From an optimization exercise on the open Yosys and OpenROAD flow, aimed at small area; shortcuts taken in it are not production practice.
In this exercise RTL edits were held to simulation tests only and were not proved equivalent to the original.

nickel:
==> flow/design.v <==
`timescale 1ns / 1ps
module LC3(reset, clk, mem_addr, mem_wdata, mem_we, mem_rdata);
	input reset, clk;
	output [15:0] mem_addr, mem_wdata;
	output mem_we;
	input [15:0] mem_rdata;
	reg [3:0] ph;
	reg clr, p2;
	reg [15:0] irr;
	reg [15:0] pc, mdr;
	reg [15:0] r0, r1, r2, r3, r4, r5, r6, r7;
	reg f1, f0;	 
	reg ac, pcc;
	wire first = ~clr & ~p2 & (ph == 4'd0);
	wire [15:0] ir = {irr[15:4], 1'b0, irr[2:0]};
	wire [15:0] ire = first ? mem_rdata : ir;
	wire [3:0] op = ire[15:12];
	wire isADD = (op == 4'b0001);
	wire isAND = (op == 4'b0101);
	wire isNOT = (op == 4'b1001);
	wire isBR  = (op == 4'b0000);
	wire isLD  = (op == 4'b0010);
	wire isST  = (op == 4'b0011);
	wire isJSR = (op == 4'b0100);
	wire isJMP = (op == 4'b1100);
	wire isALU = isADD | isAND | isNOT;
	wire isMEM = isLD | isST;
	wire [7:0] tail = {r7[0], r6[0], r5[0], r4[0], r3[0], r2[0], r1[0], r0[0]};
	wire [2:0] sa = isMEM ? ire[11:9] : ire[8:6];
	wire a = tail[sa];
	wire rb = tail[ire[2:0]];
	wire ext = isALU ? (ph > 4'd4) : isJSR ? (ph > 4'd10) : (ph > 4'd8);
	wire sgn = isALU ? ir[4] : isJSR ? ir[10] : ir[8];
	wire obit = first ? mem_rdata[0] : ext ? sgn : mdr[0];
	wire b = ire[5] ? obit : rb;
	wire acin = (ph == 4'd0) ? 1'b0 : ac;
	wire asum = a ^ b ^ acin;
	wire ar = isADD ? asum : isAND ? (a & b) : ~a;
	wire taken = (~f1 & f0 & ire[11]) | (f1 & ~f0 & ire[10]) | (f1 & f0 & ire[9]);
	wire pin = (isJMP | (p2 & isMEM)) ? a : pc[0];
	wire q = (p2 ? isJSR : ((isBR & taken) | isMEM)) & obit;
	wire pcin = (ph == 4'd0) ? ~(isJMP | (p2 & isJSR)) : pcc;
	wire psum = pin ^ q ^ pcin;
	wire ldbit = (isLD & (ph == 4'd0)) ? mem_rdata[0] : mdr[0];
	wire wen = p2 ? isMEM : (isALU | isJSR | isMEM);
	wire [2:0] wsel = isJSR ? 3'd7 : ire[11:9];
	wire wbit = p2 ? ldbit : isJSR ? psum : isMEM ? pc[0] : ar;
	wire setcc = ~clr & (p2 ? isLD : isALU);
	wire clearing = reset | clr;
	wire [7:0] wk;
	genvar k;
	generate for (k = 0; k < 8; k = k + 1) begin : wd
		assign wk[k] = wen & (wsel == k);
	end endgenerate
	wire [7:0] wkc = wk | {8{clearing}};
	wire wbc = wbit & ~clearing;
	wire [7:0] rin = (wkc & {8{wbc}}) | (~wkc & tail);
	wire pnew = ~clearing & psum;
	wire cap = first | (p2 & isLD & (ph == 4'd0));
	wire sin = (isJSR & ~p2) ? obit : a;
	always @(posedge clk) begin
		irr <= ire;
		r0 <= {rin[0], r0[15:1]};
		r1 <= {rin[1], r1[15:1]};
		r2 <= {rin[2], r2[15:1]};
		r3 <= {rin[3], r3[15:1]};
		r4 <= {rin[4], r4[15:1]};
		r5 <= {rin[5], r5[15:1]};
		r6 <= {rin[6], r6[15:1]};
		r7 <= {rin[7], r7[15:1]};
		pc <= {pnew, pc[15:1]};
		ac <= (a & b) | (a & acin) | (b & acin);
		pcc <= (pin & q) | (pin & pcin) | (q & pcin);
		mdr <= {sin, cap ? mem_rdata[15:1] : mdr[15:1]};
	end
	always @(posedge clk) begin
		if (reset) begin
			f1 <= 1'b0; f0 <= 1'b0;
		end else if (setcc) begin
			if (ph == 4'd15) begin
				f1 <= ~wbit;
				f0 <= wbit | ~f1;
			end else if (ph == 4'd0)
				f1 <= ~wbit;
			else
				f1 <= f1 & ~wbit;
		end
	end
	always @(posedge clk) begin
		if (reset) begin
			ph <= 4'd0; clr <= 1'b1; p2 <= 1'b0;
		end else begin
			ph <= ph + 4'd1;
			if (ph == 4'd15) begin
				clr <= 1'b0;
				p2 <= ~clr & ~p2 & (isMEM | isJSR);
			end
		end
	end
	assign mem_addr = pc;
	assign mem_wdata = mdr;
	assign mem_we = p2 & (ph == 4'd0) & isST;
endmodule
clock: 7.0 ns
lec_check: 0
abc_area: 1
cap_margin: 20
core_margin: 2
core_utilization: 70
cts_buf_list: sky130_fd_sc_hd__clkbuf_2 sky130_fd_sc_hd__clkbuf_4 sky130_fd_sc_hd__clkbuf_8
slew_margin: 20
standard.sh (not shown) runs the stock make flow with config.mk's settings and CLKGATE_MAP_FILE= SYNTH_SCRIPT=/design/flow/synth_recipe.tcl, a recipe that flattens the netlist after the stock synthesis.
==> flow/flow/run.sh <==
#!/bin/bash
# The standard layout, with two changes:
#  - synthesis maps the logic with ABC's area-oriented amap (flow/abc_area.script) instead of
#    ORFS's area script; otherwise it is synth_recipe.tcl unchanged (same registers and names)
#  - the port buffers use the smallest buffer cell
set -euo pipefail
here=$(pwd)
{
  echo "proc abc {args} { set i [lsearch \$args -script]; if {\$i >= 0} { lset args [expr {\$i+1}] $here/flow/abc_area.script }; yosys abc {*}\$args }"
  cat synth_recipe.tcl
} > own_synth.tcl
bash standard.sh "SYNTH_SCRIPT=$here/own_synth.tcl" "BUFFER_PORTS_ARGS=-buffer_cell sky130_fd_sc_hd__buf_1" "CTS_ARGS=-sink_clustering_enable -repair_clock_nets -dont_use_dummy_load -buf_list {sky130_fd_sc_hd__clkbuf_2 sky130_fd_sc_hd__clkbuf_4 sky130_fd_sc_hd__clkbuf_8}" finish > standard_flow.log 2>&1
==> flow/flow/abc_area.script <==
strash
dch
amap
topo
nickel went all the way through the flow, and no timing, DRC or antenna check failed.
[inputs] lagoon vs nickel
diff --git a/flow/design.v b/flow/design.v
--- a/flow/design.v
+++ b/flow/design.v
@@ -7,11 +7,9 @@
 	reg [3:0] ph;
 	reg clr, p2;
-	reg [15:0] irr;
-	reg [15:0] pc, mdr;
+	reg [15:0] ir, pc, mdr;
 	reg [15:0] r0, r1, r2, r3, r4, r5, r6, r7;
 	reg f1, f0;	 
 	reg ac, pcc;
 	wire first = ~clr & ~p2 & (ph == 4'd0);
-	wire [15:0] ir = {irr[15:4], 1'b0, irr[2:0]};
 	wire [15:0] ire = first ? mem_rdata : ir;
 	wire [3:0] op = ire[15:12];
@@ -25,12 +23,15 @@
 	wire isJMP = (op == 4'b1100);
 	wire isALU = isADD | isAND | isNOT;
-	wire isMEM = isLD | isST;
 	wire [7:0] tail = {r7[0], r6[0], r5[0], r4[0], r3[0], r2[0], r1[0], r0[0]};
-	wire [2:0] sa = isMEM ? ire[11:9] : ire[8:6];
+	wire [2:0] sa = isST ? ire[11:9] : ire[8:6];
 	wire a = tail[sa];
 	wire rb = tail[ire[2:0]];
-	wire ext = isALU ? (ph > 4'd4) : isJSR ? (ph > 4'd10) : (ph > 4'd8);
-	wire sgn = isALU ? ir[4] : isJSR ? ir[10] : ir[8];
-	wire obit = first ? mem_rdata[0] : ext ? sgn : mdr[0];
+	reg [3:0] idx;
+	always @(*) begin
+		if (isALU) idx = (ph > 4'd4) ? 4'd4 : ph;
+		else if (isJSR) idx = (ph > 4'd10) ? 4'd10 : ph;
+		else idx = (ph > 4'd8) ? 4'd8 : ph;
+	end
+	wire obit = ire[idx];
 	wire b = ire[5] ? obit : rb;
 	wire acin = (ph == 4'd0) ? 1'b0 : ac;
@@ -38,12 +39,12 @@
 	wire ar = isADD ? asum : isAND ? (a & b) : ~a;
 	wire taken = (~f1 & f0 & ire[11]) | (f1 & ~f0 & ire[10]) | (f1 & f0 & ire[9]);
-	wire pin = (isJMP | (p2 & isMEM)) ? a : pc[0];
-	wire q = (p2 ? isJSR : ((isBR & taken) | isMEM)) & obit;
-	wire pcin = (ph == 4'd0) ? ~(isJMP | (p2 & isJSR)) : pcc;
-	wire psum = pin ^ q ^ pcin;
-	wire ldbit = (isLD & (ph == 4'd0)) ? mem_rdata[0] : mdr[0];
-	wire wen = p2 ? isMEM : (isALU | isJSR | isMEM);
+	wire useoff = p2 | (isBR & taken) | isLD | isST;
+	wire q = useoff & (obit ^ (p2 & ~isJSR));
+	wire pcin = (ph == 4'd0) ? ~(p2 & isJSR) : pcc;
+	wire psum = pc[0] ^ q ^ pcin;
+	wire ldbit = (ph == 4'd0) ? mem_rdata[0] : mdr[0];
+	wire wen = p2 ? isLD : (isALU | isJSR);
 	wire [2:0] wsel = isJSR ? 3'd7 : ire[11:9];
-	wire wbit = p2 ? ldbit : isJSR ? psum : isMEM ? pc[0] : ar;
+	wire wbit = isJSR ? psum : p2 ? ldbit : ar;
 	wire setcc = ~clr & (p2 ? isLD : isALU);
 	wire clearing = reset | clr;
@@ -56,9 +57,7 @@
 	wire wbc = wbit & ~clearing;
 	wire [7:0] rin = (wkc & {8{wbc}}) | (~wkc & tail);
-	wire pnew = ~clearing & psum;
-	wire cap = first | (p2 & isLD & (ph == 4'd0));
-	wire sin = (isJSR & ~p2) ? obit : a;
+	wire pnew = clearing ? 1'b0 : (isJMP & ~p2) ? a : psum;
 	always @(posedge clk) begin
-		irr <= ire;
+		ir <= ire;
 		r0 <= {rin[0], r0[15:1]};
 		r1 <= {rin[1], r1[15:1]};
@@ -71,6 +70,9 @@
 		pc <= {pnew, pc[15:1]};
 		ac <= (a & b) | (a & acin) | (b & acin);
-		pcc <= (pin & q) | (pin & pcin) | (q & pcin);
-		mdr <= {sin, cap ? mem_rdata[15:1] : mdr[15:1]};
+		pcc <= (pc[0] & q) | (pc[0] & pcin) | (q & pcin);
+		if (p2 & (ph == 4'd0))
+			mdr <= {1'b0, mem_rdata[15:1]};
+		else
+			mdr <= {a, mdr[15:1]};
 	end
 	always @(posedge clk) begin
@@ -94,5 +96,5 @@
 			if (ph == 4'd15) begin
 				clr <= 1'b0;
-				p2 <= ~clr & ~p2 & (isMEM | isJSR);
+				p2 <= ~clr & ~p2 & (isLD | isST | isJSR);
 			end
 		end
lagoon: PASS, flow complete, no timing, DRC or antenna violations
Compared with nickel, lagoon degrades worst hold slack.
Post-route standard cell area excluding fillers went up by a few percent going from nickel to lagoon.
Higher pre-CTS setup slack goes to lagoon over nickel.
Taking nickel as 1.0, lagoon lands at 1.07 on cell count.
Detailed-route wire length per cell delta for lagoon relative to nickel: 4.6% lower
Of lagoon and nickel, it is lagoon that has the lower sequential-to-total area share from yosys stat.

-- re-timing with driven ports --
The flow's constraints put no driver on any port. The routed layouts listed below were extracted and timed again, unchanged, in two steps.
Step 1: set_driving_cell puts a clkbuf_16 on clk and a buf_2 on each other input, an assumption about the parent block.
Step 2, shift: input delay + t, output delay - t, t = (earliest + latest rising clock arrival at the registers) / 2. This alone moves slack from input paths to output paths.
a / b / c = no drivers / after step 1 / after step 2; a / b = the first two.
run | t (ns) | slack for setup (ns) | clock arrival spread, ns | worst data-port slew with drivers (ns)
nickel | 0.459 | 0.437 / 0.437 / 0.437 | 0.037 / 0.037 | 0.04
lagoon | 0.448 | 0.699 / 0.699 / 0.699 | 0.042 / 0.042 | 0.04
After both steps setup and hold are still met in every run listed.
